What follows belongs to an exercise in optimizing a design on an open flow for small area, a short achievable clock period and few clock cycles; a production flow would make more cautious choices.
RTL that was checked went through simulation tests only; none was proved equivalent to the original.
Power figures rest on the tool's default switching activity, not on a simulated workload.

==> flow/design.v (excerpt) <==
module cpu(clk, reset, imem_addr, imem_data, dmem_addr, dmem_we, dmem_wdata, dmem_rdata, done);
Settings: LEC_CHECK=0, CAP_MARGIN=20, CORE_MARGIN=2, CORE_UTILIZATION=65, CTS_BUF_LIST=sky130_fd_sc_hd__clkbuf_16, CTS_CLUSTER_DIAMETER=80, CTS_CLUSTER_SIZE=24, SLEW_MARGIN=20, SYNTH_HIERARCHICAL=1, SYNTH_MINIMUM_KEEP_SIZE=0; clock period 10.0 ns.
standard.sh (not shown) runs the stock make flow with config.mk's settings and CLKGATE_MAP_FILE= SYNTH_SCRIPT=/design/flow/synth_recipe.tcl, a recipe that flattens the netlist after the stock synthesis.
==> flow/flow/run.sh <==
#!/bin/bash
# Standard layout, with timing repair aiming below the clock period by
# SETUP_SLACK_MARGIN ns. The SDC (clock period, I/O delays) is unchanged.
set -euo pipefail
bash standard.sh SETUP_SLACK_MARGIN=6 finish > standard.log 2>&1
The starting point produced a clean layout.
Edit:
- CTS_BUF_LIST: sky130_fd_sc_hd__clkbuf_16 -> sky130_fd_sc_hd__clkbuf_8
- CTS_CLUSTER_DIAMETER: 80 -> unset
- CTS_CLUSTER_SIZE: 24 -> unset
Outcome: Via count rises slightly; final area climbs by a few percent; non-clock buffer count increases by 2; core utilization goes up by 2.0 points; worst setup slack gains 0.042 ns; combinational power stays flat; clock skew went up by 0.031 ns.
No run of this note included a check of the RTL's function; only the layout flow was run.

* * *

Another version of the RTL of cpu (not shown whole).
Size: ~5600 cells after synthesis, roughly 130 I/O pins.
export LEC_CHECK = 0
export CAP_MARGIN = 20
export CORE_MARGIN = 2
export CORE_UTILIZATION = 65
export CTS_BUF_LIST = sky130_fd_sc_hd__clkbuf_16
export CTS_CLUSTER_DIAMETER = 100
export CTS_CLUSTER_SIZE = 32
export SLEW_MARGIN = 20
export SYNTH_HIERARCHICAL = 1
export SYNTH_MINIMUM_KEEP_SIZE = 0
create_clock -name core_clock -period 10.0 [get_ports {clk}]
==> flow/flow/run.sh <==
#!/bin/bash
# The standard layout, with two changes after the standard synthesis:
#  - timing repair aims MARGIN ns below the clock period (the SDC is unchanged);
#  - the clkdlybuf4s* delay cells are not used, so the port buffers that
#    buffer_ports inserts are plain buffers instead of delay cells.
set -euo pipefail
MARGIN=${MARGIN:-6.2}
DONT_USE="sky130_fd_sc_hd__probe_p_8 sky130_fd_sc_hd__probec_p_8 sky130_fd_sc_hd__lpflow_bleeder_1 sky130_fd_sc_hd__lpflow_clkbufkapwr_1 sky130_fd_sc_hd__lpflow_clkbufkapwr_16 sky130_fd_sc_hd__lpflow_clkbufkapwr_2 sky130_fd_sc_hd__lpflow_clkbufkapwr_4 sky130_fd_sc_hd__lpflow_clkbufkapwr_8 sky130_fd_sc_hd__lpflow_clkinvkapwr_1 sky130_fd_sc_hd__lpflow_clkinvkapwr_16 sky130_fd_sc_hd__lpflow_clkinvkapwr_2 sky130_fd_sc_hd__lpflow_clkinvkapwr_4 sky130_fd_sc_hd__lpflow_clkinvkapwr_8 sky130_fd_sc_hd__lpflow_decapkapwr_12 sky130_fd_sc_hd__lpflow_decapkapwr_3 sky130_fd_sc_hd__lpflow_decapkapwr_4 sky130_fd_sc_hd__lpflow_decapkapwr_6 sky130_fd_sc_hd__lpflow_decapkapwr_8 sky130_fd_sc_hd__lpflow_inputiso0n_1 sky130_fd_sc_hd__lpflow_inputiso0p_1 sky130_fd_sc_hd__lpflow_inputiso1n_1 sky130_fd_sc_hd__lpflow_inputiso1p_1 sky130_fd_sc_hd__lpflow_inputisolatch_1 sky130_fd_sc_hd__lpflow_isobufsrc_1 sky130_fd_sc_hd__lpflow_isobufsrc_16 sky130_fd_sc_hd__lpflow_isobufsrc_2 sky130_fd_sc_hd__lpflow_isobufsrc_4 sky130_fd_sc_hd__lpflow_isobufsrc_8 sky130_fd_sc_hd__lpflow_isobufsrckapwr_16 sky130_fd_sc_hd__lpflow_lsbuf_lh_hl_isowell_tap_1 sky130_fd_sc_hd__lpflow_lsbuf_lh_hl_isowell_tap_2 sky130_fd_sc_hd__lpflow_lsbuf_lh_hl_isowell_tap_4 sky130_fd_sc_hd__lpflow_lsbuf_lh_isowell_4 sky130_fd_sc_hd__lpflow_lsbuf_lh_isowell_tap_1 sky130_fd_sc_hd__lpflow_lsbuf_lh_isowell_tap_2 sky130_fd_sc_hd__lpflow_lsbuf_lh_isowell_tap_4"
DONT_USE="$DONT_USE sky130_fd_sc_hd__clkdlybuf4s15_1 sky130_fd_sc_hd__clkdlybuf4s15_2 sky130_fd_sc_hd__clkdlybuf4s18_1 sky130_fd_sc_hd__clkdlybuf4s18_2 sky130_fd_sc_hd__clkdlybuf4s25_1 sky130_fd_sc_hd__clkdlybuf4s25_2 sky130_fd_sc_hd__clkdlybuf4s50_1 sky130_fd_sc_hd__clkdlybuf4s50_2"
# standard synthesis, unchanged
bash standard.sh synth > synth.log 2>&1
# floorplan to final layout
bash standard.sh "SETUP_SLACK_MARGIN=$MARGIN" "DONT_USE_CELLS=$DONT_USE" finish > layout.log 2>&1
The baseline finished with timing, DRC and antenna clean.
Testbench counts at the start, summed over its fixed seeds: cycles 51,781.
Edit:
Settings changed: CTS_CLUSTER_DIAMETER 100 to 80, CTS_CLUSTER_SIZE 32 to 28.
Result: The changed run finished with timing, DRC and antenna clean; non-clock buffer count goes down by 19; sequential cell count does not change; global-route usage goes up by 0.17 points.

* * *

cpu, a different RTL version from the one above (not shown whole).
Size: ~5,600 cells after synthesis, ~130 I/O pins, roughly 0.073 sq mm of cells after synthesis.
Settings: LEC_CHECK=0, CAP_MARGIN=20, CORE_MARGIN=2, CORE_UTILIZATION=65, CTS_BUF_LIST=sky130_fd_sc_hd__clkbuf_16, CTS_CLUSTER_DIAMETER=80, CTS_CLUSTER_SIZE=24, SLEW_MARGIN=20, SYNTH_HIERARCHICAL=1, SYNTH_MINIMUM_KEEP_SIZE=0; clock period 10.0 ns.
==> flow/flow/run.sh <==
#!/bin/bash
# The standard layout, with two changes after the standard synthesis:
#  - timing repair aims MARGIN ns below the clock period (the SDC is unchanged);
#  - the clkdlybuf4s* delay cells are not used, so the port buffers that
#    buffer_ports inserts are plain buffers instead of delay cells.
set -euo pipefail
MARGIN=${MARGIN:-6.0}
DONT_USE="sky130_fd_sc_hd__probe_p_8 sky130_fd_sc_hd__probec_p_8 sky130_fd_sc_hd__lpflow_bleeder_1 sky130_fd_sc_hd__lpflow_clkbufkapwr_1 sky130_fd_sc_hd__lpflow_clkbufkapwr_16 sky130_fd_sc_hd__lpflow_clkbufkapwr_2 sky130_fd_sc_hd__lpflow_clkbufkapwr_4 sky130_fd_sc_hd__lpflow_clkbufkapwr_8 sky130_fd_sc_hd__lpflow_clkinvkapwr_1 sky130_fd_sc_hd__lpflow_clkinvkapwr_16 sky130_fd_sc_hd__lpflow_clkinvkapwr_2 sky130_fd_sc_hd__lpflow_clkinvkapwr_4 sky130_fd_sc_hd__lpflow_clkinvkapwr_8 sky130_fd_sc_hd__lpflow_decapkapwr_12 sky130_fd_sc_hd__lpflow_decapkapwr_3 sky130_fd_sc_hd__lpflow_decapkapwr_4 sky130_fd_sc_hd__lpflow_decapkapwr_6 sky130_fd_sc_hd__lpflow_decapkapwr_8 sky130_fd_sc_hd__lpflow_inputiso0n_1 sky130_fd_sc_hd__lpflow_inputiso0p_1 sky130_fd_sc_hd__lpflow_inputiso1n_1 sky130_fd_sc_hd__lpflow_inputiso1p_1 sky130_fd_sc_hd__lpflow_inputisolatch_1 sky130_fd_sc_hd__lpflow_isobufsrc_1 sky130_fd_sc_hd__lpflow_isobufsrc_16 sky130_fd_sc_hd__lpflow_isobufsrc_2 sky130_fd_sc_hd__lpflow_isobufsrc_4 sky130_fd_sc_hd__lpflow_isobufsrc_8 sky130_fd_sc_hd__lpflow_isobufsrckapwr_16 sky130_fd_sc_hd__lpflow_lsbuf_lh_hl_isowell_tap_1 sky130_fd_sc_hd__lpflow_lsbuf_lh_hl_isowell_tap_2 sky130_fd_sc_hd__lpflow_lsbuf_lh_hl_isowell_tap_4 sky130_fd_sc_hd__lpflow_lsbuf_lh_isowell_4 sky130_fd_sc_hd__lpflow_lsbuf_lh_isowell_tap_1 sky130_fd_sc_hd__lpflow_lsbuf_lh_isowell_tap_2 sky130_fd_sc_hd__lpflow_lsbuf_lh_isowell_tap_4"
DONT_USE="$DONT_USE sky130_fd_sc_hd__clkdlybuf4s15_1 sky130_fd_sc_hd__clkdlybuf4s15_2 sky130_fd_sc_hd__clkdlybuf4s18_1 sky130_fd_sc_hd__clkdlybuf4s18_2 sky130_fd_sc_hd__clkdlybuf4s25_1 sky130_fd_sc_hd__clkdlybuf4s25_2 sky130_fd_sc_hd__clkdlybuf4s50_1 sky130_fd_sc_hd__clkdlybuf4s50_2"
# standard synthesis, unchanged
bash standard.sh synth > synth.log 2>&1
# floorplan to final layout
bash standard.sh "SETUP_SLACK_MARGIN=$MARGIN" "DONT_USE_CELLS=$DONT_USE" finish > layout.log 2>&1
Testbench counts at the start, summed over its fixed seeds: cycles 51,781.
Edit:
--- a/flow/flow/run.sh
+++ b/flow/flow/run.sh
@@ -5,5 +5,5 @@
 #    buffer_ports inserts are plain buffers instead of delay cells.
 set -euo pipefail
-MARGIN=${MARGIN:-6.0}
+MARGIN=${MARGIN:-6.2}
 DONT_USE="sky130_fd_sc_hd__probe_p_8 sky130_fd_sc_hd__probec_p_8 sky130_fd_sc_hd__lpflow_bleeder_1 sky130_fd_sc_hd__lpflow_clkbufkapwr_1 sky130_fd_sc_hd__lpflow_clkbufkapwr_16 sky130_fd_sc_hd__lpflow_clkbufkapwr_2 sky130_fd_sc_hd__lpflow_clkbufkapwr_4 sky130_fd_sc_hd__lpflow_clkbufkapwr_8 sky130_fd_sc_hd__lpflow_clkinvkapwr_1 sky130_fd_sc_hd__lpflow_clkinvkapwr_16 sky130_fd_sc_hd__lpflow_clkinvkapwr_2 sky130_fd_sc_hd__lpflow_clkinvkapwr_4 sky130_fd_sc_hd__lpflow_clkinvkapwr_8 sky130_fd_sc_hd__lpflow_decapkapwr_12 sky130_fd_sc_hd__lpflow_decapkapwr_3 sky130_fd_sc_hd__lpflow_decapkapwr_4 sky130_fd_sc_hd__lpflow_decapkapwr_6 sky130_fd_sc_hd__lpflow_decapkapwr_8 sky130_fd_sc_hd__lpflow_inputiso0n_1 sky130_fd_sc_hd__lpflow_inputiso0p_1 sky130_fd_sc_hd__lpflow_inputiso1n_1 sky130_fd_sc_hd__lpflow_inputiso1p_1 sky130_fd_sc_hd__lpflow_inputisolatch_1 sky130_fd_sc_hd__lpflow_isobufsrc_1 sky130_fd_sc_hd__lpflow_isobufsrc_16 sky130_fd_sc_hd__lpflow_isobufsrc_2 sky130_fd_sc_hd__lpflow_isobufsrc_4 sky130_fd_sc_hd__lpflow_isobufsrc_8 sky130_fd_sc_hd__lpflow_isobufsrckapwr_16 sky130_fd_sc_hd__lpflow_lsbuf_lh_hl_isowell_tap_1 sky130_fd_sc_hd__lpflow_lsbuf_lh_hl_isowell_tap_2 sky130_fd_sc_hd__lpflow_lsbuf_lh_hl_isowell_tap_4 sky130_fd_sc_hd__lpflow_lsbuf_lh_isowell_4 sky130_fd_sc_hd__lpflow_lsbuf_lh_isowell_tap_1 sky130_fd_sc_hd__lpflow_lsbuf_lh_isowell_tap_2 sky130_fd_sc_hd__lpflow_lsbuf_lh_isowell_tap_4"
 DONT_USE="$DONT_USE sky130_fd_sc_hd__clkdlybuf4s15_1 sky130_fd_sc_hd__clkdlybuf4s15_2 sky130_fd_sc_hd__clkdlybuf4s18_1 sky130_fd_sc_hd__clkdlybuf4s18_2 sky130_fd_sc_hd__clkdlybuf4s25_1 sky130_fd_sc_hd__clkdlybuf4s25_2 sky130_fd_sc_hd__clkdlybuf4s50_1 sky130_fd_sc_hd__clkdlybuf4s50_2"
Settings changed: CTS_CLUSTER_SIZE 24 to 28.
=> Worst setup slack gains 0.16 ns; cell count rose slightly; count of clock-buffer cells in the layout goes down by 7; routed wire length went up slightly; utilization goes up by 0.70 points; critical path depth does not change; sequential share of layout area is lower by 0.37 points; maximum frequency goes up by a few percent; final area came out higher slightly; total power climbs slightly; hold slack gains 0.0095 ns.
Edit:
Settings changed: CTS_CLUSTER_SIZE 28 to 24.
Effect: Clock skew fell by 0.0071 ns; sequential cell count is unchanged; die area does not change; setup slack gets worse by 0.038 ns; design area hardly moves; non-clock buffer count fell by 7; wire length barely changes; total power rose by about 0.44%.

[afterwards: timing with drivers on the ports]
In the flow no input, the clock included, has a driving cell. The finished layouts below were timed again as built, in two steps. Step 1, drivers: a clkbuf_16 drives clk and a buf_2 each remaining input, both assumed. Step 2, shift: input delay + t, output delay - t, t = (earliest + latest rising clock arrival at the registers) / 2. This alone moves slack from input paths to output paths. Three values: ideal ports, drivers, drivers and shift; two values: the first two.
| run | t (ns) | slack for setup (ns) | worst hold slack (ns) | clock arrival spread, ns | worst register clock-pin slew, ns |
|---|---|---|---|---|---|
| the first run of note 1 | 0.770 | 5.454 / 5.454 / 5.351 | 0.371 / 0.371 / 0.371 | 0.045 / 0.045 | 0.10 / 0.10 |
| the second run of note 1 | 0.980 | 5.496 / 5.496 / 5.219 | 0.365 / 0.365 / 0.365 | 0.075 / 0.076 | 0.07 / 0.07 |
| the first run of note 2 | 0.797 | 6.135 / 6.135 / 5.477 | 0.380 / 0.380 / 0.380 | 0.062 / 0.061 | 0.12 / 0.12 |
| the second run of note 2 | 0.766 | 6.115 / 6.115 / 5.530 | 0.376 / 0.376 / 0.376 | 0.069 / 0.069 | 0.11 / 0.11 |
| the first run of note 3 | 0.770 | 5.853 / 5.853 / 5.300 | 0.396 / 0.396 / 0.396 | 0.065 / 0.065 | 0.10 / 0.10 |
| the second run of note 3 | 0.755 | 6.011 / 6.011 / 5.390 | 0.406 / 0.406 / 0.406 | 0.062 / 0.062 | 0.11 / 0.11 |
| the third run of note 3 | 0.773 | 5.972 / 5.972 / 5.377 | 0.402 / 0.402 / 0.402 | 0.053 / 0.054 | 0.10 / 0.10 |
After both steps setup and hold are still met in every run listed. The setup slack of the first run of note 2, which loses most, moves by 0.000 ns with the drivers and by -0.658 ns with both steps.
